Context: an optimization exercise on an open-source flow, tuned for small area. The choices shown serve that exercise and are no tape-out recipe.
In this exercise RTL edits were held to simulation tests only and were not proved equivalent to the original.

--- flow/run.sh ---
#!/bin/bash
# synth_recipe.tcl (not shown) runs the flow's synth.tcl, then flattens the netlist and writes it again
# the make line also repeats each setting of config.mk as NAME=value (left out here)
make -C /OpenROAD-flow-scripts/flow DESIGN_CONFIG=/design/flow/config.mk WORK_HOME=/design/flow/orfs CLKGATE_MAP_FILE= SYNTH_SCRIPT=/design/flow/synth_recipe.tcl finish
--- flow/config.mk ---
export PLATFORM = sky130hd
export DESIGN_NAME = complex_multiply
export DESIGN_NICKNAME = complex_multiply
export VERILOG_FILES = /design/flow/design.v
export SDC_FILE = /design/flow/constraint.sdc
export NUM_CORES = 4
export LEC_CHECK = 0
export CAP_MARGIN = 20
export CORE_MARGIN = 2
export CORE_UTILIZATION = 45
export PLACE_DENSITY = 0.6
export SLEW_MARGIN = 20
--- flow/constraint.sdc ---
create_clock -name core_clock -period 12.0 [get_ports {clk}]
set_input_delay 2.4000 -clock core_clock [delete_from_list [all_inputs] [get_ports {clk}]]
set_output_delay 2.4000 -clock core_clock [all_outputs]
set_load 0.01 [all_outputs]
--- flow/design.v ---
module IntAdder_27_f180_uid7(clk, rst, X, Y, Cin, R);
   input         clk;
   input         rst;
   input [26:0]  X;
   input [26:0]  Y;
   input         Cin;
   output [26:0] R;
   assign R = X + Y + Cin;
endmodule
module IntAdder_33_f300_uid23(clk, rst, X, Y, Cin, R);
   input         clk;
   input         rst;
   input [32:0]  X;
   input [32:0]  Y;
   input         Cin;
   output [32:0] R;
   reg [32:0]    X_d1;
   reg [32:0]    Y_d1;
   reg           Cin_d1;
   always @(posedge clk)
      begin
         X_d1 <= X;
         Y_d1 <= Y;
         Cin_d1 <= Cin;
      end
   assign R = X_d1 + Y_d1 + Cin_d1;
endmodule
module IntAdder_34_f180_uid18(clk, rst, X, Y, Cin, R);
   input         clk;
   input         rst;
   input [33:0]  X;
   input [33:0]  Y;
   input         Cin;
   output [33:0] R;
	assign R = X + Y + Cin;
endmodule
module IntAdder_42_f300_uid15(clk, rst, X, Y, Cin, R);
   input         clk;
   input         rst;
   input [41:0]  X;
   input [41:0]  Y;
   input         Cin;
   output [41:0] R;
	assign R = X + Y + Cin;
endmodule
module LZCShifter_28_to_28_counting_32_uid15(clk, rst, I, Count, O);
   input         clk;
   input         rst;
   input [27:0]  I;
   output [4:0]  Count;
   output [27:0] O;
   wire [27:0]   level5;
   wire          count4;
   reg           count4_d1;
   wire [27:0]   level4;
   wire          count3;
   reg           count3_d1;
   wire [27:0]   level3;
   wire          count2;
   reg           count2_d1;
   wire [27:0]   level2;
   reg [27:0]    level2_d1;
   wire          count1;
   wire [27:0]   level1;
   wire          count0;
   wire [27:0]   level0;
   wire [4:0]    sCount;
   always @(posedge clk)
      begin
         count4_d1 <= count4;
         count3_d1 <= count3;
         count2_d1 <= count2;
         level2_d1 <= level2;
      end
   assign level5 = I;
   assign count4 = (level5[27:12] == 16'b0000000000000000) ? 1'b1 : 
                   1'b0;
   assign level4 = (count4 == 1'b0) ? level5[27:0] : 
                   {level5[11:0], 16'b0000000000000000};
   assign count3 = (level4[27:20] == 8'b00000000) ? 1'b1 : 
                   1'b0;
   assign level3 = (count3 == 1'b0) ? level4[27:0] : 
                   {level4[19:0], 8'b00000000};
   assign count2 = (level3[27:24] == 4'b0000) ? 1'b1 : 
                   1'b0;
   assign level2 = (count2 == 1'b0) ? level3[27:0] : 
                   {level3[23:0], 4'b0000};
   assign count1 = (level2_d1[27:26] == 2'b00) ? 1'b1 : 
                   1'b0;
   assign level1 = (count1 == 1'b0) ? level2_d1[27:0] : 
                   {level2_d1[25:0], 2'b00};
   assign count0 = (level1[27] == 1'b0) ? 1'b1 : 
                   1'b0;
   assign level0 = (count0 == 1'b0) ? level1[27:0] : 
                   {level1[26:0], 1'b0};
   assign O = level0;
   assign sCount = {count4_d1, count3_d1, count2_d1, count1, count0};
   assign Count = sCount;
endmodule
module FPAddSub_8_23_uid2_RightShifter(clk, rst, X, S, R);
   input         clk;
   input         rst;
   input [23:0]  X;
   input [4:0]   S;
   output [49:0] R;
   wire [23:0]   level0;
   wire [4:0]    ps;
   wire [24:0]   level1;
   wire [26:0]   level2;
   wire [30:0]   level3;
   wire [38:0]   level4;
   wire [54:0]   level5;
	assign level0 = X;
   assign ps = S;
   assign level1 = (ps[0] == 1'b1) ? {1'b0, level0} : 
                   {level0, 1'b0};
   assign level2 = (ps[1] == 1'b1) ? {2'b00, level1} : 
                   {level1, 2'b00};
   assign level3 = (ps[2] == 1'b1) ? {4'b0000, level2} : 
                   {level2, 4'b0000};
   assign level4 = (ps[3] == 1'b1) ? {8'b00000000, level3} : 
                   {level3, 8'b00000000};
   assign level5 = (ps[4] == 1'b1) ? {16'b0000000000000000, level4} : 
                   {level4, 16'b0000000000000000};
   assign R = level5[54:5];
endmodule
module FPAddSub_8_23_uid2(clk, rst, X, Y, Radd, Rsub);
   input             clk;
   input             rst;
   input [8+23+2:0]  X;
   input [8+23+2:0]  Y;
   output [8+23+2:0] Radd;
   output [8+23+2:0] Rsub;
   wire [32:0]       excExpFracX;
   wire [32:0]       excExpFracY;
   wire [8:0]        eXmeY;
   wire [8:0]        eYmeX;
   wire              swap;
   wire [33:0]       newX;
   reg [33:0]        newX_d1;
   wire [33:0]       newY;
   wire [7:0]        expX;
   reg [7:0]         expX_d1;
   wire [1:0]        excX;
   wire [1:0]        excY;
   wire              signX;
   wire              signY;
   wire              diffSigns;
   reg               diffSigns_d1;
   reg               diffSigns_d2;
   reg               diffSigns_d3;
   reg               diffSigns_d4;
   wire [5:0]        sXsYExnXY;
   wire [23:0]       fracY;
   wire [1:0]        excRtRAdd;
   reg [1:0]         excRtRAdd_d1;
   reg [1:0]         excRtRAdd_d2;
   reg [1:0]         excRtRAdd_d3;
   reg [1:0]         excRtRAdd_d4;
   wire [1:0]        excRtRSub;
   reg [1:0]         excRtRSub_d1;
   reg [1:0]         excRtRSub_d2;
   reg [1:0]         excRtRSub_d3;
   reg [1:0]         excRtRSub_d4;
   wire              signRAdd;
   reg               signRAdd_d1;
   reg               signRAdd_d2;
   reg               signRAdd_d3;
   reg               signRAdd_d4;
   wire              signRSub;
   reg               signRSub_d1;
   reg               signRSub_d2;
   reg               signRSub_d3;
   reg               signRSub_d4;
   wire [8:0]        expDiff;
   wire              shiftedOut;
   wire [4:0]        shiftVal;
   wire [49:0]       shiftedFracY;
   reg [49:0]        shiftedFracY_d1;
   wire              sticky;
   reg               sticky_d1;
   wire [26:0]       shiftedFracYext;
   wire [26:0]       fracYAdd;
   wire [26:0]       fracYSub;
   wire [26:0]       fracX;
   wire              cInFracAdderSub;
   wire [26:0]       fracAdderResultAdd;
   wire [26:0]       fracAdderResultSub;
   reg [26:0]        fracAdderResultSub_d1;
   wire [9:0]        extendedExp;
   wire [9:0]        extendedExpInc;
   reg [9:0]         extendedExpInc_d1;
   reg [9:0]         extendedExpInc_d2;
   wire [27:0]       fracGRSSub;
   wire [4:0]        nZerosNew;
   wire [27:0]       shiftedFracSub;
   wire [9:0]        updatedExpSub;
   wire              eqdiffsign;
   reg               eqdiffsign_d1;
   wire [33:0]       expFracSub;
   wire              stkSub;
   wire              rndSub;
   wire              grdSub;
   wire              lsbSub;
   wire              addToRoundBitSub;
   wire [33:0]       RoundedExpFracSub;
   reg [33:0]        RoundedExpFracSub_d1;
   wire [1:0]        upExcSub;
   wire [22:0]       fracRSub;
   wire [7:0]        expRSub;
   wire [1:0]        excRtEffSub;
   wire [3:0]        exExpExcSub;
   wire [1:0]        excRt2Sub;
   wire [1:0]        excRSub;
   wire [30:0]       computedRSub;
   wire [27:0]       fracGRSAdd;
   wire [23:0]       updatedFracAdd;
   wire [9:0]        updatedExpAdd;
   wire [33:0]       expFracAdd;
   wire              stkAdd;
   wire              rndAdd;
   wire              grdAdd;
   wire              lsbAdd;
   wire              addToRoundBitAdd;
   wire [33:0]       RoundedExpFracAdd;
   reg [33:0]        RoundedExpFracAdd_d1;
   wire [1:0]        upExcAdd;
   wire [22:0]       fracRAdd;
   wire [7:0]        expRAdd;
   wire [1:0]        excRtEffAdd;
   wire [3:0]        exExpExcAdd;
   wire [1:0]        excRt2Add;
   wire [1:0]        excRAdd;
   reg [1:0]         excRAdd_d1;
   reg [1:0]         excRAdd_d2;
   wire [30:0]       computedRAdd;
   reg [30:0]        computedRAdd_d1;
   reg [30:0]        computedRAdd_d2;
   always @(posedge clk)
      begin
         newX_d1 <= newX;
         expX_d1 <= expX;
         diffSigns_d1 <= diffSigns;
         diffSigns_d2 <= diffSigns_d1;
         diffSigns_d3 <= diffSigns_d2;
         diffSigns_d4 <= diffSigns_d3;
         excRtRAdd_d1 <= excRtRAdd;
         excRtRAdd_d2 <= excRtRAdd_d1;
         excRtRAdd_d3 <= excRtRAdd_d2;
         excRtRAdd_d4 <= excRtRAdd_d3;
         excRtRSub_d1 <= excRtRSub;
         excRtRSub_d2 <= excRtRSub_d1;
         excRtRSub_d3 <= excRtRSub_d2;
         excRtRSub_d4 <= excRtRSub_d3;
         signRAdd_d1 <= signRAdd;
         signRAdd_d2 <= signRAdd_d1;
         signRAdd_d3 <= signRAdd_d2;
         signRAdd_d4 <= signRAdd_d3;
         signRSub_d1 <= signRSub;
         signRSub_d2 <= signRSub_d1;
         signRSub_d3 <= signRSub_d2;
         signRSub_d4 <= signRSub_d3;
         shiftedFracY_d1 <= shiftedFracY;
         sticky_d1 <= sticky;
         fracAdderResultSub_d1 <= fracAdderResultSub;
         extendedExpInc_d1 <= extendedExpInc;
         extendedExpInc_d2 <= extendedExpInc_d1;
         eqdiffsign_d1 <= eqdiffsign;
         RoundedExpFracSub_d1 <= RoundedExpFracSub;
         RoundedExpFracAdd_d1 <= RoundedExpFracAdd;
         excRAdd_d1 <= excRAdd;
         excRAdd_d2 <= excRAdd_d1;
         computedRAdd_d1 <= computedRAdd;
         computedRAdd_d2 <= computedRAdd_d1;
      end
   assign excExpFracX = {X[33:32], X[30:0]};
   assign excExpFracY = {Y[33:32], Y[30:0]};
   assign eXmeY = ({1'b0, X[30:23]}) - ({1'b0, Y[30:23]});
   assign eYmeX = ({1'b0, Y[30:23]}) - ({1'b0, X[30:23]});
   assign swap = (excExpFracX >= excExpFracY) ? 1'b0 : 
                 1'b1;
   assign newX = (swap == 1'b0) ? X : 
                 Y;
   assign newY = (swap == 1'b0) ? Y : 
                 X;
   assign expX = newX[30:23];
   assign excX = newX[33:32];
   assign excY = newY[33:32];
   assign signX = newX[31];
   assign signY = newY[31];
   assign diffSigns = signX ^ signY;
   assign sXsYExnXY = {signX, signY, excX, excY};
   assign fracY = (excY == 2'b00) ? 24'b000000000000000000000000 : 
                  ({1'b1, newY[22:0]});
   assign excRtRAdd = (sXsYExnXY == 6'b000000 || sXsYExnXY == 6'b010000 || sXsYExnXY == 6'b100000 || sXsYExnXY == 6'b110000) ? 2'b00 : 
                      (sXsYExnXY == 6'b000101 || sXsYExnXY == 6'b010101 || sXsYExnXY == 6'b100101 || sXsYExnXY == 6'b110101 || sXsYExnXY == 6'b000100 || sXsYExnXY == 6'b010100 || sXsYExnXY == 6'b100100 || sXsYExnXY == 6'b110100 || sXsYExnXY == 6'b000001 || sXsYExnXY == 6'b010001 || sXsYExnXY == 6'b100001 || sXsYExnXY == 6'b110001) ? 2'b01 : 
                      (sXsYExnXY == 6'b111010 || sXsYExnXY == 6'b001010 || sXsYExnXY == 6'b001000 || sXsYExnXY == 6'b011000 || sXsYExnXY == 6'b101000 || sXsYExnXY == 6'b111000 || sXsYExnXY == 6'b000010 || sXsYExnXY == 6'b010010 || sXsYExnXY == 6'b100010 || sXsYExnXY == 6'b110010 || sXsYExnXY == 6'b001001 || sXsYExnXY == 6'b011001 || sXsYExnXY == 6'b101001 || sXsYExnXY == 6'b111001 || sXsYExnXY == 6'b000110 || sXsYExnXY == 6'b010110 || sXsYExnXY == 6'b100110 || sXsYExnXY == 6'b110110) ? 2'b10 : 
                      2'b11;
   assign excRtRSub = (sXsYExnXY == 6'b000000 || sXsYExnXY == 6'b010000 || sXsYExnXY == 6'b100000 || sXsYExnXY == 6'b110000) ? 2'b00 : 
                      (sXsYExnXY == 6'b000101 || sXsYExnXY == 6'b010101 || sXsYExnXY == 6'b100101 || sXsYExnXY == 6'b110101 || sXsYExnXY == 6'b000100 || sXsYExnXY == 6'b010100 || sXsYExnXY == 6'b100100 || sXsYExnXY == 6'b110100 || sXsYExnXY == 6'b000001 || sXsYExnXY == 6'b010001 || sXsYExnXY == 6'b100001 || sXsYExnXY == 6'b110001) ? 2'b01 : 
                      (sXsYExnXY == 6'b001000 || sXsYExnXY == 6'b011000 || sXsYExnXY == 6'b101000 || sXsYExnXY == 6'b111000 || sXsYExnXY == 6'b000010 || sXsYExnXY == 6'b010010 || sXsYExnXY == 6'b100010 || sXsYExnXY == 6'b110010 || sXsYExnXY == 6'b001001 || sXsYExnXY == 6'b011001 || sXsYExnXY == 6'b101001 || sXsYExnXY == 6'b111001 || sXsYExnXY == 6'b000110 || sXsYExnXY == 6'b010110 || sXsYExnXY == 6'b100110 || sXsYExnXY == 6'b110110 || sXsYExnXY == 6'b101010 || sXsYExnXY == 6'b011010) ? 2'b10 : 
                      2'b11;
   assign signRAdd = ((sXsYExnXY == 6'b100000 | sXsYExnXY == 6'b010000)) ? 1'b0 : 
                     signX;
   assign signRSub = ((sXsYExnXY == 6'b000000 | sXsYExnXY == 6'b110000)) ? 1'b0 : 
                     (signX & ((~swap))) | (((~signX)) & swap);
   assign expDiff = ((swap == 1'b0)) ? eXmeY : 
                    eYmeX;
   assign shiftedOut = ((expDiff >= 25)) ? 1'b1 : 
                       1'b0;
   assign shiftVal = (shiftedOut == 1'b0) ? expDiff[4:0] : 
                     5'b11010;
   FPAddSub_8_23_uid2_RightShifter RightShifterComponent(.clk(clk), .rst(rst), .R(shiftedFracY), .S(shiftVal), .X(fracY));
   assign sticky = ((shiftedFracY_d1[23:0] == 24'b000000000000000000000000)) ? 1'b0 : 
                   1'b1;
   assign shiftedFracYext = {1'b0, shiftedFracY_d1[49:24]};
   assign fracYAdd = shiftedFracYext;
   assign fracYSub = shiftedFracYext ^ 27'b111111111111111111111111111;
   assign fracX = {2'b01, (newX_d1[22:0]), 2'b00};
   assign cInFracAdderSub = (~sticky);
   IntAdder_27_f180_uid7 fracAdderAdd(.clk(clk), .rst(rst), .Cin(1'b0), .R(fracAdderResultAdd), .X(fracX), .Y(fracYAdd));
   IntAdder_27_f180_uid7 fracAdderSub(.clk(clk), .rst(rst), .Cin(cInFracAdderSub), .R(fracAdderResultSub), .X(fracX), .Y(fracYSub));
   assign extendedExp = {2'b00, expX_d1};
   assign extendedExpInc = ({2'b00, expX_d1}) + 1'b1;
   assign fracGRSSub = {fracAdderResultSub_d1, sticky_d1};
   LZCShifter_28_to_28_counting_32_uid15 LZC_component(.clk(clk), .rst(rst), .Count(nZerosNew), .I(fracGRSSub), .O(shiftedFracSub));
   assign updatedExpSub = extendedExpInc_d2 - ({5'b00000, nZerosNew});
   assign eqdiffsign = (nZerosNew == 5'b11111) ? 1'b1 : 
                       1'b0;
   assign expFracSub = {updatedExpSub, shiftedFracSub[26:3]};
   assign stkSub = shiftedFracSub[1] | shiftedFracSub[0];
   assign rndSub = shiftedFracSub[2];
   assign grdSub = shiftedFracSub[3];
   assign lsbSub = shiftedFracSub[4];
   assign addToRoundBitSub = ((lsbSub == 1'b0 & grdSub == 1'b1 & rndSub == 1'b0 & stkSub == 1'b0)) ? 1'b0 : 
                             1'b1;
   IntAdder_34_f180_uid18 roundingAdderSub(.clk(clk), .rst(rst), .Cin(addToRoundBitSub), .R(RoundedExpFracSub), .X(expFracSub), .Y(34'b0000000000000000000000000000000000));
   assign upExcSub = RoundedExpFracSub_d1[33:32];
   assign fracRSub = RoundedExpFracSub_d1[23:1];
   assign expRSub = RoundedExpFracSub_d1[31:24];
   assign excRtEffSub = ((diffSigns_d4 == 1'b1)) ? excRtRAdd_d4 : 
                        excRtRSub_d4;
   assign exExpExcSub = {upExcSub, excRtEffSub};
   assign excRt2Sub = ((exExpExcSub) == 4'b0000 || (exExpExcSub) == 4'b0100 || (exExpExcSub) == 4'b1000 || (exExpExcSub) == 4'b1100 || (exExpExcSub) == 4'b1001 || (exExpExcSub) == 4'b1101) ? 2'b00 : 
                      ((exExpExcSub) == 4'b0001) ? 2'b01 : 
                      ((exExpExcSub) == 4'b0010 || (exExpExcSub) == 4'b0110 || (exExpExcSub) == 4'b0101) ? 2'b10 : 
                      2'b11;
   assign excRSub = ((eqdiffsign_d1 == 1'b1)) ? 2'b00 : 
                    excRt2Sub;
   assign computedRSub = {expRSub, fracRSub};
   assign Rsub = ((diffSigns_d4 == 1'b0)) ? {excRSub, signRSub_d4, computedRSub} : 
                 {excRAdd_d2, signRSub_d4, computedRAdd_d2};
   assign fracGRSAdd = {fracAdderResultAdd, sticky};
   assign updatedFracAdd = ((fracAdderResultAdd[26] == 1'b1)) ? fracGRSAdd[26:3] : 
                           fracGRSAdd[25:2];
   assign updatedExpAdd = ((fracAdderResultAdd[26] == 1'b1)) ? extendedExpInc : 
                          extendedExp;
   assign expFracAdd = {updatedExpAdd, updatedFracAdd};
   assign stkAdd = fracGRSAdd[1] | fracGRSAdd[0];
   assign rndAdd = fracGRSAdd[2];
   assign grdAdd = fracGRSAdd[3];
   assign lsbAdd = fracGRSAdd[4];
   assign addToRoundBitAdd = (grdAdd & rndAdd) | (grdAdd & ((~rndAdd)) & lsbAdd) | (((~grdAdd)) & rndAdd & stkAdd) | (grdAdd & ((~rndAdd)) & stkAdd);
   IntAdder_34_f180_uid18 roundingAdderAdd(.clk(clk), .rst(rst), .Cin(addToRoundBitAdd), .R(RoundedExpFracAdd), .X(expFracAdd), .Y(34'b0000000000000000000000000000000000));
   assign upExcAdd = RoundedExpFracAdd_d1[33:32];
   assign fracRAdd = RoundedExpFracAdd_d1[23:1];
   assign expRAdd = RoundedExpFracAdd_d1[31:24];
   assign excRtEffAdd = ((diffSigns_d2 == 1'b0)) ? excRtRAdd_d2 : 
                        excRtRSub_d2;
   assign exExpExcAdd = {upExcAdd, excRtEffAdd};
   assign excRt2Add = ((exExpExcAdd) == 4'b0000 || (exExpExcAdd) == 4'b0100 || (exExpExcAdd) == 4'b1000 || (exExpExcAdd) == 4'b1100 || (exExpExcAdd) == 4'b1001) ? 2'b00 : 
                      ((exExpExcAdd) == 4'b0001) ? 2'b01 : 
                      ((exExpExcAdd) == 4'b0010 || (exExpExcAdd) == 4'b0110 || (exExpExcAdd) == 4'b0101) ? 2'b10 : 
                      2'b11;
   assign excRAdd = excRt2Add;
   assign computedRAdd = {expRAdd, fracRAdd};
   assign Radd = ((diffSigns_d4 == 1'b0)) ? {excRAdd_d2, signRAdd_d4, computedRAdd_d2} : 
                 {excRSub, signRAdd_d4, computedRSub};
endmodule
module IntMultiplier_UsingDSP_24_24_48_unsigned_uid4(clk, rst, X, Y, R);
   input         clk;
   input         rst;
   input [23:0]  X;
   input [23:0]  Y;
   output [47:0] R;
   wire [23:0]   XX_m5;
   wire [23:0]   YY_m5;
   wire [40:0]   DSP_bh6_ch0_0;
   wire          heap_bh6_w47_0;
   reg           heap_bh6_w47_0_d1;
   wire          heap_bh6_w46_0;
   reg           heap_bh6_w46_0_d1;
   wire          heap_bh6_w45_0;
   reg           heap_bh6_w45_0_d1;
   wire          heap_bh6_w44_0;
   reg           heap_bh6_w44_0_d1;
   wire          heap_bh6_w43_0;
   reg           heap_bh6_w43_0_d1;
   wire          heap_bh6_w42_0;
   reg           heap_bh6_w42_0_d1;
   wire          heap_bh6_w41_0;
   reg           heap_bh6_w41_0_d1;
   wire          heap_bh6_w40_0;
   reg           heap_bh6_w40_0_d1;
   wire          heap_bh6_w39_0;
   reg           heap_bh6_w39_0_d1;
   wire          heap_bh6_w38_0;
   reg           heap_bh6_w38_0_d1;
   wire          heap_bh6_w37_0;
   reg           heap_bh6_w37_0_d1;
   wire          heap_bh6_w36_0;
   reg           heap_bh6_w36_0_d1;
   wire          heap_bh6_w35_0;
   reg           heap_bh6_w35_0_d1;
   wire          heap_bh6_w34_0;
   reg           heap_bh6_w34_0_d1;
   wire          heap_bh6_w33_0;
   reg           heap_bh6_w33_0_d1;
   wire          heap_bh6_w32_0;
   reg           heap_bh6_w32_0_d1;
   wire          heap_bh6_w31_0;
   reg           heap_bh6_w31_0_d1;
   wire          heap_bh6_w30_0;
   reg           heap_bh6_w30_0_d1;
   wire          heap_bh6_w29_0;
   reg           heap_bh6_w29_0_d1;
   wire          heap_bh6_w28_0;
   reg           heap_bh6_w28_0_d1;
   wire          heap_bh6_w27_0;
   reg           heap_bh6_w27_0_d1;
   wire          heap_bh6_w26_0;
   reg           heap_bh6_w26_0_d1;
   wire          heap_bh6_w25_0;
   reg           heap_bh6_w25_0_d1;
   wire          heap_bh6_w24_0;
   reg           heap_bh6_w24_0_d1;
   wire          heap_bh6_w23_0;
   reg           heap_bh6_w23_0_d1;
   wire          heap_bh6_w22_0;
   reg           heap_bh6_w22_0_d1;
   wire          heap_bh6_w21_0;
   reg           heap_bh6_w21_0_d1;
   wire          heap_bh6_w20_0;
   reg           heap_bh6_w20_0_d1;
   wire          heap_bh6_w19_0;
   reg           heap_bh6_w19_0_d1;
   wire          heap_bh6_w18_0;
   reg           heap_bh6_w18_0_d1;
   wire          heap_bh6_w17_0;
   reg           heap_bh6_w17_0_d1;
   wire          heap_bh6_w16_0;
   reg           heap_bh6_w16_0_d1;
   wire          heap_bh6_w15_0;
   reg           heap_bh6_w15_0_d1;
   wire          heap_bh6_w14_0;
   reg           heap_bh6_w14_0_d1;
   wire          heap_bh6_w13_0;
   reg           heap_bh6_w13_0_d1;
   wire          heap_bh6_w12_0;
   reg           heap_bh6_w12_0_d1;
   wire          heap_bh6_w11_0;
   reg           heap_bh6_w11_0_d1;
   wire          heap_bh6_w10_0;
   reg           heap_bh6_w10_0_d1;
   wire          heap_bh6_w9_0;
   reg           heap_bh6_w9_0_d1;
   wire          heap_bh6_w8_0;
   reg           heap_bh6_w8_0_d1;
   wire          heap_bh6_w7_0;
   reg           heap_bh6_w7_0_d1;
   wire [40:0]   DSP_bh6_ch1_0;
   wire          heap_bh6_w30_1;
   reg           heap_bh6_w30_1_d1;
   wire          heap_bh6_w29_1;
   reg           heap_bh6_w29_1_d1;
   wire          heap_bh6_w28_1;
   reg           heap_bh6_w28_1_d1;
   wire          heap_bh6_w27_1;
   reg           heap_bh6_w27_1_d1;
   wire          heap_bh6_w26_1;
   reg           heap_bh6_w26_1_d1;
   wire          heap_bh6_w25_1;
   reg           heap_bh6_w25_1_d1;
   wire          heap_bh6_w24_1;
   reg           heap_bh6_w24_1_d1;
   wire          heap_bh6_w23_1;
   reg           heap_bh6_w23_1_d1;
   wire          heap_bh6_w22_1;
   reg           heap_bh6_w22_1_d1;
   wire          heap_bh6_w21_1;
   reg           heap_bh6_w21_1_d1;
   wire          heap_bh6_w20_1;
   reg           heap_bh6_w20_1_d1;
   wire          heap_bh6_w19_1;
   reg           heap_bh6_w19_1_d1;
   wire          heap_bh6_w18_1;
   reg           heap_bh6_w18_1_d1;
   wire          heap_bh6_w17_1;
   reg           heap_bh6_w17_1_d1;
   wire          heap_bh6_w16_1;
   reg           heap_bh6_w16_1_d1;
   wire          heap_bh6_w15_1;
   reg           heap_bh6_w15_1_d1;
   wire          heap_bh6_w14_1;
   reg           heap_bh6_w14_1_d1;
   wire          heap_bh6_w13_1;
   reg           heap_bh6_w13_1_d1;
   wire          heap_bh6_w12_1;
   reg           heap_bh6_w12_1_d1;
   wire          heap_bh6_w11_1;
   reg           heap_bh6_w11_1_d1;
   wire          heap_bh6_w10_1;
   reg           heap_bh6_w10_1_d1;
   wire          heap_bh6_w9_1;
   reg           heap_bh6_w9_1_d1;
   wire          heap_bh6_w8_1;
   reg           heap_bh6_w8_1_d1;
   wire          heap_bh6_w7_1;
   reg           heap_bh6_w7_1_d1;
   wire          heap_bh6_w6_0;
   wire          heap_bh6_w5_0;
   wire          heap_bh6_w4_0;
   wire          heap_bh6_w3_0;
   wire          heap_bh6_w2_0;
   wire          heap_bh6_w1_0;
   wire          heap_bh6_w0_0;
   wire [41:0]   finalAdderIn0_bh6;
   wire [41:0]   finalAdderIn1_bh6;
   wire          finalAdderCin_bh6;
   wire [41:0]   finalAdderOut_bh6;
   wire [6:0]    tempR_bh6_0;
   reg [6:0]     tempR_bh6_0_d1;
   wire [48:0]   CompressionResult6;
   always @(posedge clk)
      begin
         heap_bh6_w47_0_d1 <= heap_bh6_w47_0;
         heap_bh6_w46_0_d1 <= heap_bh6_w46_0;
         heap_bh6_w45_0_d1 <= heap_bh6_w45_0;
         heap_bh6_w44_0_d1 <= heap_bh6_w44_0;
         heap_bh6_w43_0_d1 <= heap_bh6_w43_0;
         heap_bh6_w42_0_d1 <= heap_bh6_w42_0;
         heap_bh6_w41_0_d1 <= heap_bh6_w41_0;
         heap_bh6_w40_0_d1 <= heap_bh6_w40_0;
         heap_bh6_w39_0_d1 <= heap_bh6_w39_0;
         heap_bh6_w38_0_d1 <= heap_bh6_w38_0;
         heap_bh6_w37_0_d1 <= heap_bh6_w37_0;
         heap_bh6_w36_0_d1 <= heap_bh6_w36_0;
         heap_bh6_w35_0_d1 <= heap_bh6_w35_0;
         heap_bh6_w34_0_d1 <= heap_bh6_w34_0;
         heap_bh6_w33_0_d1 <= heap_bh6_w33_0;
         heap_bh6_w32_0_d1 <= heap_bh6_w32_0;
         heap_bh6_w31_0_d1 <= heap_bh6_w31_0;
         heap_bh6_w30_0_d1 <= heap_bh6_w30_0;
         heap_bh6_w29_0_d1 <= heap_bh6_w29_0;
         heap_bh6_w28_0_d1 <= heap_bh6_w28_0;
         heap_bh6_w27_0_d1 <= heap_bh6_w27_0;
         heap_bh6_w26_0_d1 <= heap_bh6_w26_0;
         heap_bh6_w25_0_d1 <= heap_bh6_w25_0;
         heap_bh6_w24_0_d1 <= heap_bh6_w24_0;
         heap_bh6_w23_0_d1 <= heap_bh6_w23_0;
         heap_bh6_w22_0_d1 <= heap_bh6_w22_0;
         heap_bh6_w21_0_d1 <= heap_bh6_w21_0;
         heap_bh6_w20_0_d1 <= heap_bh6_w20_0;
         heap_bh6_w19_0_d1 <= heap_bh6_w19_0;
         heap_bh6_w18_0_d1 <= heap_bh6_w18_0;
         heap_bh6_w17_0_d1 <= heap_bh6_w17_0;
         heap_bh6_w16_0_d1 <= heap_bh6_w16_0;
         heap_bh6_w15_0_d1 <= heap_bh6_w15_0;
         heap_bh6_w14_0_d1 <= heap_bh6_w14_0;
         heap_bh6_w13_0_d1 <= heap_bh6_w13_0;
         heap_bh6_w12_0_d1 <= heap_bh6_w12_0;
         heap_bh6_w11_0_d1 <= heap_bh6_w11_0;
         heap_bh6_w10_0_d1 <= heap_bh6_w10_0;
         heap_bh6_w9_0_d1 <= heap_bh6_w9_0;
         heap_bh6_w8_0_d1 <= heap_bh6_w8_0;
         heap_bh6_w7_0_d1 <= heap_bh6_w7_0;
         heap_bh6_w30_1_d1 <= heap_bh6_w30_1;
         heap_bh6_w29_1_d1 <= heap_bh6_w29_1;
         heap_bh6_w28_1_d1 <= heap_bh6_w28_1;
         heap_bh6_w27_1_d1 <= heap_bh6_w27_1;
         heap_bh6_w26_1_d1 <= heap_bh6_w26_1;
         heap_bh6_w25_1_d1 <= heap_bh6_w25_1;
         heap_bh6_w24_1_d1 <= heap_bh6_w24_1;
         heap_bh6_w23_1_d1 <= heap_bh6_w23_1;
         heap_bh6_w22_1_d1 <= heap_bh6_w22_1;
         heap_bh6_w21_1_d1 <= heap_bh6_w21_1;
         heap_bh6_w20_1_d1 <= heap_bh6_w20_1;
         heap_bh6_w19_1_d1 <= heap_bh6_w19_1;
         heap_bh6_w18_1_d1 <= heap_bh6_w18_1;
         heap_bh6_w17_1_d1 <= heap_bh6_w17_1;
         heap_bh6_w16_1_d1 <= heap_bh6_w16_1;
         heap_bh6_w15_1_d1 <= heap_bh6_w15_1;
         heap_bh6_w14_1_d1 <= heap_bh6_w14_1;
         heap_bh6_w13_1_d1 <= heap_bh6_w13_1;
         heap_bh6_w12_1_d1 <= heap_bh6_w12_1;
         heap_bh6_w11_1_d1 <= heap_bh6_w11_1;
         heap_bh6_w10_1_d1 <= heap_bh6_w10_1;
         heap_bh6_w9_1_d1 <= heap_bh6_w9_1;
         heap_bh6_w8_1_d1 <= heap_bh6_w8_1;
         heap_bh6_w7_1_d1 <= heap_bh6_w7_1;
         tempR_bh6_0_d1 <= tempR_bh6_0;
      end
   assign XX_m5 = X;
   assign YY_m5 = Y;
   assign DSP_bh6_ch0_0 = (XX_m5[23:0]) * (YY_m5[23:7]);
   assign heap_bh6_w47_0 = DSP_bh6_ch0_0[40];
   assign heap_bh6_w46_0 = DSP_bh6_ch0_0[39];
   assign heap_bh6_w45_0 = DSP_bh6_ch0_0[38];
   assign heap_bh6_w44_0 = DSP_bh6_ch0_0[37];
   assign heap_bh6_w43_0 = DSP_bh6_ch0_0[36];
   assign heap_bh6_w42_0 = DSP_bh6_ch0_0[35];
   assign heap_bh6_w41_0 = DSP_bh6_ch0_0[34];
   assign heap_bh6_w40_0 = DSP_bh6_ch0_0[33];
   assign heap_bh6_w39_0 = DSP_bh6_ch0_0[32];
   assign heap_bh6_w38_0 = DSP_bh6_ch0_0[31];
   assign heap_bh6_w37_0 = DSP_bh6_ch0_0[30];
   assign heap_bh6_w36_0 = DSP_bh6_ch0_0[29];
   assign heap_bh6_w35_0 = DSP_bh6_ch0_0[28];
   assign heap_bh6_w34_0 = DSP_bh6_ch0_0[27];
   assign heap_bh6_w33_0 = DSP_bh6_ch0_0[26];
   assign heap_bh6_w32_0 = DSP_bh6_ch0_0[25];
   assign heap_bh6_w31_0 = DSP_bh6_ch0_0[24];
   assign heap_bh6_w30_0 = DSP_bh6_ch0_0[23];
   assign heap_bh6_w29_0 = DSP_bh6_ch0_0[22];
   assign heap_bh6_w28_0 = DSP_bh6_ch0_0[21];
   assign heap_bh6_w27_0 = DSP_bh6_ch0_0[20];
   assign heap_bh6_w26_0 = DSP_bh6_ch0_0[19];
   assign heap_bh6_w25_0 = DSP_bh6_ch0_0[18];
   assign heap_bh6_w24_0 = DSP_bh6_ch0_0[17];
   assign heap_bh6_w23_0 = DSP_bh6_ch0_0[16];
   assign heap_bh6_w22_0 = DSP_bh6_ch0_0[15];
   assign heap_bh6_w21_0 = DSP_bh6_ch0_0[14];
   assign heap_bh6_w20_0 = DSP_bh6_ch0_0[13];
   assign heap_bh6_w19_0 = DSP_bh6_ch0_0[12];
   assign heap_bh6_w18_0 = DSP_bh6_ch0_0[11];
   assign heap_bh6_w17_0 = DSP_bh6_ch0_0[10];
   assign heap_bh6_w16_0 = DSP_bh6_ch0_0[9];
   assign heap_bh6_w15_0 = DSP_bh6_ch0_0[8];
   assign heap_bh6_w14_0 = DSP_bh6_ch0_0[7];
   assign heap_bh6_w13_0 = DSP_bh6_ch0_0[6];
   assign heap_bh6_w12_0 = DSP_bh6_ch0_0[5];
   assign heap_bh6_w11_0 = DSP_bh6_ch0_0[4];
   assign heap_bh6_w10_0 = DSP_bh6_ch0_0[3];
   assign heap_bh6_w9_0 = DSP_bh6_ch0_0[2];
   assign heap_bh6_w8_0 = DSP_bh6_ch0_0[1];
   assign heap_bh6_w7_0 = DSP_bh6_ch0_0[0];
   assign DSP_bh6_ch1_0 = (XX_m5[23:0]) * ({YY_m5[6:0], 10'b0000000000});
   assign heap_bh6_w30_1 = DSP_bh6_ch1_0[40];
   assign heap_bh6_w29_1 = DSP_bh6_ch1_0[39];
   assign heap_bh6_w28_1 = DSP_bh6_ch1_0[38];
   assign heap_bh6_w27_1 = DSP_bh6_ch1_0[37];
   assign heap_bh6_w26_1 = DSP_bh6_ch1_0[36];
   assign heap_bh6_w25_1 = DSP_bh6_ch1_0[35];
   assign heap_bh6_w24_1 = DSP_bh6_ch1_0[34];
   assign heap_bh6_w23_1 = DSP_bh6_ch1_0[33];
   assign heap_bh6_w22_1 = DSP_bh6_ch1_0[32];
   assign heap_bh6_w21_1 = DSP_bh6_ch1_0[31];
   assign heap_bh6_w20_1 = DSP_bh6_ch1_0[30];
   assign heap_bh6_w19_1 = DSP_bh6_ch1_0[29];
   assign heap_bh6_w18_1 = DSP_bh6_ch1_0[28];
   assign heap_bh6_w17_1 = DSP_bh6_ch1_0[27];
   assign heap_bh6_w16_1 = DSP_bh6_ch1_0[26];
   assign heap_bh6_w15_1 = DSP_bh6_ch1_0[25];
   assign heap_bh6_w14_1 = DSP_bh6_ch1_0[24];
   assign heap_bh6_w13_1 = DSP_bh6_ch1_0[23];
   assign heap_bh6_w12_1 = DSP_bh6_ch1_0[22];
   assign heap_bh6_w11_1 = DSP_bh6_ch1_0[21];
   assign heap_bh6_w10_1 = DSP_bh6_ch1_0[20];
   assign heap_bh6_w9_1 = DSP_bh6_ch1_0[19];
   assign heap_bh6_w8_1 = DSP_bh6_ch1_0[18];
   assign heap_bh6_w7_1 = DSP_bh6_ch1_0[17];
   assign heap_bh6_w6_0 = DSP_bh6_ch1_0[16];
   assign heap_bh6_w5_0 = DSP_bh6_ch1_0[15];
   assign heap_bh6_w4_0 = DSP_bh6_ch1_0[14];
   assign heap_bh6_w3_0 = DSP_bh6_ch1_0[13];
   assign heap_bh6_w2_0 = DSP_bh6_ch1_0[12];
   assign heap_bh6_w1_0 = DSP_bh6_ch1_0[11];
   assign heap_bh6_w0_0 = DSP_bh6_ch1_0[10];
   assign finalAdderIn0_bh6 = {1'b0, heap_bh6_w47_0_d1, heap_bh6_w46_0_d1, heap_bh6_w45_0_d1, heap_bh6_w44_0_d1, heap_bh6_w43_0_d1, heap_bh6_w42_0_d1, heap_bh6_w41_0_d1, heap_bh6_w40_0_d1, heap_bh6_w39_0_d1, heap_bh6_w38_0_d1, heap_bh6_w37_0_d1, heap_bh6_w36_0_d1, heap_bh6_w35_0_d1, heap_bh6_w34_0_d1, heap_bh6_w33_0_d1, heap_bh6_w32_0_d1, heap_bh6_w31_0_d1, heap_bh6_w30_1_d1, heap_bh6_w29_1_d1, heap_bh6_w28_1_d1, heap_bh6_w27_1_d1, heap_bh6_w26_1_d1, heap_bh6_w25_1_d1, heap_bh6_w24_1_d1, heap_bh6_w23_1_d1, heap_bh6_w22_1_d1, heap_bh6_w21_1_d1, heap_bh6_w20_1_d1, heap_bh6_w19_1_d1, heap_bh6_w18_1_d1, heap_bh6_w17_1_d1, heap_bh6_w16_1_d1, heap_bh6_w15_1_d1, heap_bh6_w14_1_d1, heap_bh6_w13_1_d1, heap_bh6_w12_1_d1, heap_bh6_w11_1_d1, heap_bh6_w10_1_d1, heap_bh6_w9_1_d1, heap_bh6_w8_1_d1, heap_bh6_w7_1_d1};
   assign finalAdderIn1_bh6 = {1'b0, 1'b0, 1'b0, 1'b0, 1'b0, 1'b0, 1'b0, 1'b0, 1'b0, 1'b0, 1'b0, 1'b0, 1'b0, 1'b0, 1'b0, 1'b0, 1'b0, 1'b0, heap_bh6_w30_0_d1, heap_bh6_w29_0_d1, heap_bh6_w28_0_d1, heap_bh6_w27_0_d1, heap_bh6_w26_0_d1, heap_bh6_w25_0_d1, heap_bh6_w24_0_d1, heap_bh6_w23_0_d1, heap_bh6_w22_0_d1, heap_bh6_w21_0_d1, heap_bh6_w20_0_d1, heap_bh6_w19_0_d1, heap_bh6_w18_0_d1, heap_bh6_w17_0_d1, heap_bh6_w16_0_d1, heap_bh6_w15_0_d1, heap_bh6_w14_0_d1, heap_bh6_w13_0_d1, heap_bh6_w12_0_d1, heap_bh6_w11_0_d1, heap_bh6_w10_0_d1, heap_bh6_w9_0_d1, heap_bh6_w8_0_d1, heap_bh6_w7_0_d1};
   assign finalAdderCin_bh6 = 1'b0;
   IntAdder_42_f300_uid15 Adder_final6_0(.clk(clk), .rst(rst), .Cin(finalAdderCin_bh6), .R(finalAdderOut_bh6), .X(finalAdderIn0_bh6), .Y(finalAdderIn1_bh6));
   assign tempR_bh6_0 = {heap_bh6_w6_0, heap_bh6_w5_0, heap_bh6_w4_0, heap_bh6_w3_0, heap_bh6_w2_0, heap_bh6_w1_0, heap_bh6_w0_0};
   assign CompressionResult6 = {finalAdderOut_bh6, tempR_bh6_0_d1};
   assign R = CompressionResult6[47:0];
endmodule
module FPMultiplier_8_23_8_23_8_23_uid2(clk, rst, X, Y, R);
   input             clk;
   input             rst;
   input [8+23+2:0]  X;
   input [8+23+2:0]  Y;
   output [8+23+2:0] R;
   wire              sign;
   reg               sign_d1;
   reg               sign_d2;
   wire [7:0]        expX;
   wire [7:0]        expY;
   wire [9:0]        expSumPreSub;
   wire [9:0]        bias;
   wire [9:0]        expSum;
   reg [9:0]         expSum_d1;
   wire [23:0]       sigX;
   wire [23:0]       sigY;
   wire [47:0]       sigProd;
   wire [3:0]        excSel;
   wire [1:0]        exc;
   reg [1:0]         exc_d1;
   reg [1:0]         exc_d2;
   wire              norm;
   wire [9:0]        expPostNorm;
   wire [47:0]       sigProdExt;
   wire [32:0]       expSig;
   wire              sticky;
   wire              guard;
   wire              round;
   wire [32:0]       expSigPostRound;
   wire [1:0]        excPostNorm;
   wire [1:0]        finalExc;
   always @(posedge clk)
      begin
         sign_d1 <= sign;
         sign_d2 <= sign_d1;
         expSum_d1 <= expSum;
         exc_d1 <= exc;
         exc_d2 <= exc_d1;
      end
   assign sign = X[31] ^ Y[31];
   assign expX = X[30:23];
   assign expY = Y[30:23];
   assign expSumPreSub = ({2'b00, expX}) + ({2'b00, expY});
   assign bias = 10'd127;
   assign expSum = expSumPreSub - bias;
   assign sigX = {1'b1, X[22:0]};
   assign sigY = {1'b1, Y[22:0]};
   IntMultiplier_UsingDSP_24_24_48_unsigned_uid4 SignificandMultiplication(.clk(clk), .rst(rst), .R(sigProd), .X(sigX), .Y(sigY));
   assign excSel = {X[33:32], Y[33:32]};
   assign exc = (excSel == 4'b0000 || excSel == 4'b0001 || excSel == 4'b0100) ? 2'b00 : 
                (excSel == 4'b0101) ? 2'b01 : 
                (excSel == 4'b0110 || excSel == 4'b1001 || excSel == 4'b1010) ? 2'b10 : 
                2'b11;
   assign norm = sigProd[47];
   assign expPostNorm = expSum_d1 + ({9'b000000000, norm});
   assign sigProdExt = (norm == 1'b1) ? {sigProd[46:0], 1'b0} : 
                       {sigProd[45:0], 2'b00};
   assign expSig = {expPostNorm, sigProdExt[47:25]};
   assign sticky = sigProdExt[24];
   assign guard = (sigProdExt[23:0] == 24'b000000000000000000000000) ? 1'b0 : 
                  1'b1;
   assign round = sticky & ((guard & (~(sigProdExt[25]))) | (sigProdExt[25]));
   IntAdder_33_f300_uid23 RoundingAdder(.clk(clk), .rst(rst), .Cin(round), .R(expSigPostRound), .X(expSig), .Y(33'b000000000000000000000000000000000));
   assign excPostNorm = (expSigPostRound[32:31] == 2'b00) ? 2'b01 : 
                        (expSigPostRound[32:31] == 2'b01) ? 2'b10 : 
                        (expSigPostRound[32:31] == 2'b11 || expSigPostRound[32:31] == 2'b10) ? 2'b00 : 
                        2'b11;
   assign finalExc = (exc_d2 == 2'b11 || exc_d2 == 2'b10 || exc_d2 == 2'b00) ? exc_d2 : 
                     excPostNorm;
   assign R = {finalExc, sign_d2, expSigPostRound[30:0]};
endmodule
module InputIEEE_8_23_to_8_23(clk, rst, X, R);
   input             clk;
   input             rst;
   input [31:0]      X;
   output [8+23+2:0] R;
   wire [7:0]        expX;
   wire [22:0]       fracX;
   wire              sX;
   wire              expZero;
   wire              expInfty;
   wire              fracZero;
   wire              reprSubNormal;
   wire [22:0]       sfracX;
   wire [22:0]       fracR;
   wire [7:0]        expR;
   wire              infinity;
   wire              zero;
   wire              NaN;
   wire [1:0]        exnR;
	assign expX = X[30:23];
   assign fracX = X[22:0];
   assign sX = X[31];
   assign expZero = (expX == 8'b00000000) ? 1'b1 : 
                    1'b0;
   assign expInfty = (expX == 8'b11111111) ? 1'b1 : 
                     1'b0;
   assign fracZero = (fracX == 23'b00000000000000000000000) ? 1'b1 : 
                     1'b0;
   assign reprSubNormal = fracX[22];
   assign sfracX = ((expZero == 1'b1 & reprSubNormal == 1'b1)) ? {fracX[21:0], 1'b0} : 
                   fracX;
   assign fracR = sfracX;
   assign expR = expX;
   assign infinity = expInfty & fracZero;
   assign zero = expZero & (~reprSubNormal);
   assign NaN = expInfty & (~fracZero);
   assign exnR = (zero == 1'b1) ? 2'b00 : 
                 (infinity == 1'b1) ? 2'b10 : 
                 (NaN == 1'b1) ? 2'b11 : 
                 2'b01;		 
   assign R = {exnR, sX, expR, fracR};
endmodule
module OutputIEEE_8_23_to_8_23(clk, rst, X, R);
   input            clk;
   input            rst;
   input [8+23+2:0] X;
   output [31:0]    R;
   wire [7:0]       expX;
   wire [22:0]      fracX;
   wire [1:0]       exnX;
   wire             sX;
   wire             expZero;
   wire [22:0]      sfracX;
   wire [22:0]      fracR;
   wire [7:0]       expR;
   assign expX = X[30:23];
   assign fracX = X[22:0];
   assign exnX = X[33:32];
   assign sX = ((exnX == 2'b01 | exnX == 2'b10 | exnX == 2'b00)) ? X[31] : 
               1'b0;
   assign expZero = (expX == 8'b00000000) ? 1'b1 : 
                    1'b0;
   assign sfracX = ((exnX == 2'b00)) ? 23'b00000000000000000000000 : 
                   ((expZero == 1'b1 & exnX == 2'b01)) ? {1'b1, fracX[22:1]} : 
                   ((exnX == 2'b01)) ? fracX : 
                   {22'b0000000000000000000000, exnX[0]};
   assign fracR = sfracX;
   assign expR = ((exnX == 2'b00)) ? 8'b00000000 : 
                 ((exnX == 2'b01)) ? expX : 
                 8'b11111111;
   assign R = {sX, expR, fracR};
endmodule
`timescale 1 ns / 1 ps
module multiply (A, B, clk, ce, result);
input [31:0] A,B;
input clk,ce;
output [31:0] result;
wire[33:0] modified_A , modified_B,modified_result ,out;
InputIEEE_8_23_to_8_23 A1 (.clk(clk),.rst(1'b0),.X(A), .R( modified_A));
InputIEEE_8_23_to_8_23 A2 (.clk(clk),.rst(1'b0),.X(B), .R( modified_B));
FPMultiplier_8_23_8_23_8_23_uid2 m(.clk(clk),.rst(~ce),.X(modified_A),.Y(modified_B),.R(out)); 
OutputIEEE_8_23_to_8_23 Out1 (.clk(clk), .rst(1'b0),.X(out),.R(result));
always@(posedge clk)
	begin
		end
endmodule
`timescale 1 ns / 1 ps
module adder_subtractor (A, B,result,op,clk,ce);
input [31:0] A,B;
wire [31:0]A_no_neg_zero,B_no_neg_zero;
assign A_no_neg_zero =(A[30:0]==31'b0)?32'b0:A;
assign B_no_neg_zero =(B[30:0]==31'b0)?32'b0:B;
input clk ,op,ce;
output [31:0] result;
wire[33:0] Radd,Rsub;
wire[33:0] modified_A , modified_B,modified_result ;
InputIEEE_8_23_to_8_23 A1 (.clk(clk),.rst(1'b0),.X(A_no_neg_zero), .R( modified_A));
InputIEEE_8_23_to_8_23 A2 (.clk(clk),.rst(1'b0),.X(B_no_neg_zero), .R( modified_B));
FPAddSub_8_23_uid2 adder(clk,~ce,modified_A ,modified_B, Radd, Rsub); 
assign modified_result= op? Rsub:Radd;
OutputIEEE_8_23_to_8_23 A3 (.clk(clk),.rst(1'b0),.X(modified_result), .R( result));
endmodule
`timescale 1 ns / 1 ps
module complex_multiply (A,B,clk,ce,result);   
	input wire [63:0] A,B;
	input wire clk,ce;
	output wire[63:0] result;
	wire[31:0] A_real,A_imj,B_real,B_imj;
	wire[31:0]result_real,result_imj;
	wire[31:0] r1Xr2,imj1ximj2,r1ximj2,r2ximj1;	
	assign A_real=A[63:32];
	assign A_imj=A[31:0];
	assign B_real=B[63:32];
	assign B_imj=B[31:0];
	assign result={result_real,result_imj};	   
	multiply m1(A_real,B_real,clk,ce,r1Xr2);
	multiply m2(A_imj,B_imj, clk, ce,imj1ximj2);
	multiply m3(A_real,B_imj, clk, ce, r1ximj2);
	multiply m4(A_imj, B_real, clk, ce,r2ximj1);
	adder_subtractor sub (r1Xr2,imj1ximj2,result_real,1'b1,clk,ce); 
	adder_subtractor add (r1ximj2,r2ximj1,result_imj,1'b0,clk,ce);	
endmodule
==> results.py <==
metrics = {
    "sta": {
        "fin_setup_tns_ns": 0,
        "rsz0062_at_grt": "false",
        "slew_viol_final": 0,
        "max_freq_ghz": 0.0896,
        "setup_violations": 0,
        "max_slew.worst_pin.slew_ns": 1.14,
        "period_minus_slack_ns": 11.16,
        "relSlewSlack_pct": 23.1,
        "finalCritPeriodShare_pct": 93.0,
        "finalClockSkew_ns": 0.0753,
        "finalHoldViolCount": 0,
    },
    "logic_synthesis": {
        "yosysSeqAreaShare_pct": 17.4,
        "synth_top_area_share_pct": 27.8,
        "ys.flop_type": "dfxtp_1",
        "synth_warnings": 6,
        "synth_most_common_cell": "nand2_1",
        "syn_avg_cell_area_um2": 8.49,
        "synth_cells": 15012,
        "synth_edf_count": 0,
        "async_flop_share_pct": 0,
        "netlist_top_cells_area": "fa_1 (28%), dfxtp_1 (17%), ha_1 (10%), nand2_1 (6.6%), inv_1 (6.3%)",
        "ys_seq_elements": 1106,
        "synth.distinct_cells": 112,
        "yosys.area.top_type": "fa_1",
        "syn_area_um2": 128000,
        "ys_top_cells_by_count": "nand2_1 (2257), inv_1 (2124), fa_1 (1768)",
    },
    "floorplanning": {
        "pin_count": 194,
        "die_width_um": 536,
        "initial_core_util_pct": 45.2,
        "core-area_um2": 282000,
        "num_rows": 195,
        "die_area_um2": 288000,
        "fp.dieH_um": 536,
    },
    "detailed_routing": {
        "antenna_left": 0,
        "drc": 0,
        "num_vias": 103232,
        "drtIter0Drc": 8011,
        "vias_per_cell": 5.44,
        "detail_route.first_pass.iterations": 6,
        "wire_per_inst_um": 20.8,
        "wirelength_mm": 394,
    },
    "setup_path": {
        "cp_common_cell": "fa_1",
        "slowest_stage": "fa_1",
        "cp.arrival_ns": 11.90,
        "ff2ff_setup_slack_ns": 2.23,
        "cp_num_buf_inv": 7,
        "required_ns": 12.74,
        "crit_start": "B[57]",
        "start_kind": "input pin",
        "crit_family": "compound AO/OA/AOI/OAI gates",
        "r2r-start": "m2.m.RoundingAdder.Cin_d1",
        "cp-end-kind": "flip-flop",
        "crit_type": "input pin to flip-flop",
        "slowest_delay_ns": 0.55,
        "crit_path_max_fanout": 22,
    },
    "grt": {
        "first_global_vias": 102369,
        "globalRoute.totalOverflow": 0,
        "grt_pass1_wl_mm": 610,
        "antenna_found_initial": 13,
        "grt_max_degree": 74,
        "grt_util_all_layers_pct": 27.4,
    },
    "clocking": {
        "cts_htree_levels": 3,
        "worstSkewPairLatency_ns": 0.81,
        "cts_tree": "done",
        "clock-root-buffer": "clkbuf_16",
        "cts.sinks": 1106,
        "cts_buffer_depth": 3,
        "cts_hold_buf": 0,
        "cts_buffers": 120,
        "clk_pin_slew_ns": 0.06,
        "cts_setup_buffers": 0,
        "post_cts_resized": 0,
    },
    "finish": {
        "multi_input_area_um2": 94900,
        "largestRegisters": "add.adder.shiftedFracY_d1 (50), sub.adder.shiftedFracY_d1 (50)",
        "stdcell_count": 18987,
        "fin_nets": 18059,
        "ff_latch_area_um2": 22100,
        "synthToLayoutAreaGrowth_pct": 10.1,
        "final_layout_size_suffix_gt1_share_pct": 6.59,
        "num-fill-cells": 27150,
    },
    "worst_hold_path": {
        "hold_path_startpoint": "sub.adder.computedRAdd_d1[3]",
        "hp-class": "flip-flop to flip-flop",
    },
    "job": {
        "drv_cap": 0,
    },
    "status": {
        "status": "no timing/DRC/antenna violations",
    },
    "placement": {
        "dp.final_hpwl_mm": 323,
        "numPlacedInstances": 18755,
        "portBuffers": 192,
        "place.gp.congestion": 0.955,
    },
}
## metal layers
metal / GRT usage (%) / vias to the layer above / share of wire (%)
li1: - / 48545 / -
met1: 38.0 / 50286 / 44
met2: 42.5 / 3711 / 44
met3: 4.86 / 680 / 7.9
met4: 10.6 / 10 / 4.5
met5: 0 / - / 0.018
## kinds of logic after synthesis
group / Yosys count / share of synthesized area, %
and+or+nand+nor: 5044 / 17.4
buffers and inverters: 2844 / 8.40
adders and majority gates: 2795 / 37.8
AOI/OAI and AO/OA: 2083 / 10.4
DFF: 1106 / 17.4
xor gates and xnor gates: 737 / 5.06
muxes: 402 / 3.55
other: 1 / 0.00294
## through the flow
step / worst slack [ns] / hold slack [ns] / util (%) / instance area [um^2]
global route: 0.394 / 0.314 / 49.8 / 140000
global placement: 0.175 / 0.310 / 48.2 / 136000
floorplan: 1.49 / 0.310 / - / 128000
finish: 0.839 / 0.304 / 49.8 / 140000
detailed placement: 0.150 / 0.312 / 48.2 / 136000
CTS: 0.995 / 0.302 / 49.8 / 140000
## cell usage in the layout, fill, tap and decap left out, types with 48 or more instances in the layout
master           instances
fa_1                  1768
a21oi_1                630
a31oi_1                 63
clkdlybuf4s50_1        192
o211ai_1                68
nor2_1                1391
dfxtp_1               1104
mux2i_1                258
nand2b_1                73
nand4_1                 91
o21bai_1                80
or2_2                   53
or3_1                   66
xnor2_1                499
nand2_1               2254
and2_1                  71
buf_4                  424
a211oi_1                73
xor2_1                 235
and3_1                 121
nand3_1                291
a21o_1                 151
nor3_1                 264
clkbuf_16              120
inv_1                 2124
ha_1                  1026
mux2_2                 110
nor2b_1                104
buf_12                  48
nor4_1                  93
o21a_1                  97
o21ai_0                459
## path summary, 6_finish.rpt
check             depth (start not counted)                                          endpoint
setup / recovery                         32  m1.m.SignificandMultiplication.heap_bh6_w47_0_d1
hold reg to reg                           0                      sub.adder.computedRAdd_d2[3]
hold / removal                            0                      sub.adder.computedRAdd_d2[3]
setup reg to reg                         31                     sub.adder.shiftedFracY_d1[27]
## layout make-up
class / count / share of cell area (%)
clock inverters: 86 / 0.871
diodes: 4 / 0.00713
repair buffers: 665 / 4.34
inverters: 2179 / 5.82
flip-flops and latches: 1106 / 15.8
clock buffers: 141 / 2.24
well taps: 3743 / 3.34
multi-input cells: 11063 / 67.6
## worst register-to-register path, delay by kind of cell (launching register included)
kind                     cells  cell delay, ns
AND/OR/NAND/NOR             16            4.21
AO/OA/AOI/OAI                7            3.07
buffers and inverters        4            1.00
adder cells (fa/ha/maj)      3            0.75
multiplexers                 1            0.33
flip-flops                   1            0.31

[separate check: timing with driven ports]
In the flow no input, the clock included, has a driving cell. The finished layout below was timed again as built, in two steps.
Step 1: set_driving_cell puts a clkbuf_16 on clk and a buf_2 on each other input, an assumption about the parent block.
Step 2 adds t to the input delays and takes it off the output delays; t is the mean of the earliest and latest rising clock arrival at the registers after step 1. Input paths then give back, and output paths get back, about the clock's delay inside the block.
Slacks: no drivers / after step 1 / after step 2; pairs: no drivers / after step 1.
t, ns: 0.879
slack for setup (ns): 0.839 / 0.911 / 0.032
clock arrival spread, ns: 0.084 / 0.084
slew at the worst register clock pin (ns): 0.07 / 0.07
worst slew at a driven data input, ns: 0.13
After both steps this run still meets setup and hold. The setup slack of this run moves by +0.072 ns with the drivers and by -0.807 ns with both steps.
